From an optimization exercise on the open Yosys and OpenROAD flow, aimed at small area, a short achievable clock period and few clock cycles per item; shortcuts taken in it are not production practice.
Where RTL was checked, it was by simulation tests only, not by an equivalence proof against the original.

==> flow/design.v (excerpt) <==
module inv #(parameter WIDTH = 256)
   (
   input  wire               clk,
   input  wire               reset_n,
   input  wire               start_inv,
   input  wire [WIDTH - 1:0] a,
   input  wire [WIDTH - 1:0] P,
   output wire               done_inv,
   output wire [WIDTH:0]     result
   );
Settings: LEC_CHECK=0, CAP_MARGIN=20, CELL_PAD_IN_SITES_DETAIL_PLACEMENT=1, CELL_PAD_IN_SITES_GLOBAL_PLACEMENT=2, CORE_MARGIN=2, CORE_UTILIZATION=40, SETUP_SLACK_MARGIN=5, SLEW_MARGIN=20, TNS_END_PERCENT=5; clock period 10.0 ns.
standard.sh (not shown) runs the stock make flow with config.mk's settings and CLKGATE_MAP_FILE= SYNTH_SCRIPT=/design/flow/synth_recipe.tcl, a recipe that flattens the netlist after the stock synthesis.
==> flow/flow/run.sh <==
#!/bin/bash
set -euo pipefail
bash standard.sh 'BUFFER_PORTS_ARGS=-buffer_cell sky130_fd_sc_hd__buf_1' SETUP_SLACK_MARGIN=6.5 finish > standard_flow.log 2>&1
Testbench counts at the start, summed over its fixed seeds: cycles 22,407, items 72.
Rerun with:
==> flow/flow/run.sh (replaced) <==
#!/bin/bash
# The standard layout (the standard.sh, all steps), except that the
# input and output ports are buffered with the smallest buffer cell.
set -euo pipefail
bash standard.sh 'BUFFER_PORTS_ARGS=-buffer_cell sky130_fd_sc_hd__buf_1' finish > standard_flow.log 2>&1
- CTS_BUF_LIST: default -> sky130_fd_sc_hd__clkbuf_8
=>
- hold slack barely changes
- global-route usage goes down by 0.53 points
- design area goes up by 1.8%
- critical path depth goes down by 17
- worst setup slack gets better by 0.044 ns
- via count goes up by 2.3%
Rerun with:
- CTS_BUF_LIST: sky130_fd_sc_hd__clkbuf_8 -> default
Effect: The changed run completed without violations. Clock skew fell by 0.031 ns. Routed wire length fell by 2.7%. Design area fell by 0.52%.

---

Setup of job 5909:
Another version of the RTL of inv (not shown whole).
For scale: about 10000 cells after synthesis, roughly 1000 flip-flops, about 0.085 mm2 of cells after synthesis.
Design inv, start of the top module:
module inv #(parameter WIDTH = 256)
   (
   input  wire               clk,
   input  wire               reset_n,
   input  wire               start_inv,
   input  wire [WIDTH - 1:0] a,
   input  wire [WIDTH - 1:0] P,
   output wire               done_inv,
   output wire [WIDTH:0]     result
   );
==> flow/config.mk <==
export PLATFORM = sky130hd
export DESIGN_NAME = inv
export DESIGN_NICKNAME = inv
export VERILOG_FILES = /design/flow/design.v
export SDC_FILE = /design/flow/constraint.sdc
export NUM_CORES = 4
export LEC_CHECK = 0
export ABC_CLOCK_PERIOD_IN_PS = 3000
export CAP_MARGIN = 20
export CELL_PAD_IN_SITES_DETAIL_PLACEMENT = 1
export CELL_PAD_IN_SITES_GLOBAL_PLACEMENT = 2
export CORE_MARGIN = 2
export CORE_UTILIZATION = 40
export SETUP_SLACK_MARGIN = 5
export SLEW_MARGIN = 20
==> flow/constraint.sdc <==
create_clock -name core_clock -period 10.0 [get_ports {clk}]
set_input_delay 2.0000 -clock core_clock [delete_from_list [all_inputs] [get_ports {clk}]]
set_output_delay 2.0000 -clock core_clock [all_outputs]
set_load 0.01 [all_outputs]
run.sh (not shown) runs the stock make flow with config.mk's settings and CLKGATE_MAP_FILE= SYNTH_SCRIPT=/design/flow/synth_recipe.tcl, a recipe that flattens the netlist after the stock synthesis.
Stock flow here: none of the scripts above is used.
[inputs] job 3416 vs job 5909
Settings: removing ABC_CLOCK_PERIOD_IN_PS (formerly 3000); setting TNS_END_PERCENT to 5 for the first time.
==> run summary <==
Sequential share of cell area, job 5909 and job 3416: smaller value in job 5909. On storage element area, job 3416 tracks job 5909 almost exactly. Looking at launching element of the worst setup path, the V[73] result is from job 3416; the CV[104] one comes from job 5909. Setup WNS job 5909 -> job 3416: better. Looking at slowest cell on the critical path, the nor3_1 result is from job 5909; the nor4_1 one comes from job 3416. In the flow results for job 5909 and job 3416, the cell area is larger on job 5909. Going from job 5909 to job 3416, share of the core filled with cells now sits lower; hold slack now sits lower.
Modified inputs, job 1649 compared to job 3416
==> flow/flow/run.sh (new file) <==
#!/bin/bash
# The standard layout (the standard.sh, all steps), except that the
# input and output ports are buffered with the smallest buffer cell.
set -euo pipefail
bash standard.sh 'BUFFER_PORTS_ARGS=-buffer_cell sky130_fd_sc_hd__buf_1' finish > standard_flow.log 2>&1
==> flow/standard.sh (new file) <==
#!/bin/bash
# synth_recipe.tcl (not shown) runs the flow's synth.tcl, then flattens the netlist and writes it again
# the make line also repeats each setting of config.mk as NAME=value (left out here)
make -C /OpenROAD-flow-scripts/flow DESIGN_CONFIG=/design/flow/config.mk WORK_HOME=/design/flow/orfs CLKGATE_MAP_FILE= SYNTH_SCRIPT=/design/flow/synth_recipe.tcl "${@:-finish}"
removed: flow/run.sh
Results
- Side by side, global-route total usage across every layer turned out higher in job 1649 than in job 3416.
- Taking job 3416 as the reference point, the mean routed wirelength per cell of job 1649 rises by 0.60%.
- NOTE: met1 capacity usage during global routing in job 1649 exceeds that of job 3416
- Job 3416 was routed with fewer vias than job 1649.
- | data arrival time at the worst-slack endpoint | job 1649 vs job 3416 | 0.11 ns lower |
- Between job 3416 and job 1649, the placed wire-length estimate figures differ only marginally.
Function was not checked in any run of this note: the RTL went through the layout flow alone.

[separate check: timing with driven ports]
No port has a modelled driver above. Below, the same layouts with a new extraction and two added sets of constraints.
Step 1 assumes that a clkbuf_16 drives the clock port and a buf_2 every other input.
Step 2 also shifts input and output timing later by t, the mid clock arrival at the registers, as if the neighbouring blocks saw the same clock.
Three values: ideal ports, drivers, drivers and shift; two values: the first two.
run | t (ns) | setup WS [ns] | hold WS [ns]
the first run of note 1 | 0.913 | 4.507 / 4.507 / 4.099 | 0.484 / 0.484 / 0.484
the second run of note 1 | 1.077 | 4.552 / 4.552 / 3.940 | 0.482 / 0.482 / 0.482
the third run of note 1 | 0.905 | 4.579 / 4.579 / 3.967 | 0.477 / 0.477 / 0.477
job 5909 | 0.916 | 4.675 / 4.675 / 4.094 | 0.500 / 0.500 / 0.500
job 3416 | 0.899 | 4.700 / 4.700 / 3.993 | 0.494 / 0.494 / 0.494
job 1649 | 0.914 | 4.812 / 4.812 / 4.161 | 0.493 / 0.493 / 0.493
After both steps every run listed still meets setup and hold. The setup slack of job 3416, which loses most, moves by 0.000 ns with the drivers and by -0.707 ns with both steps.
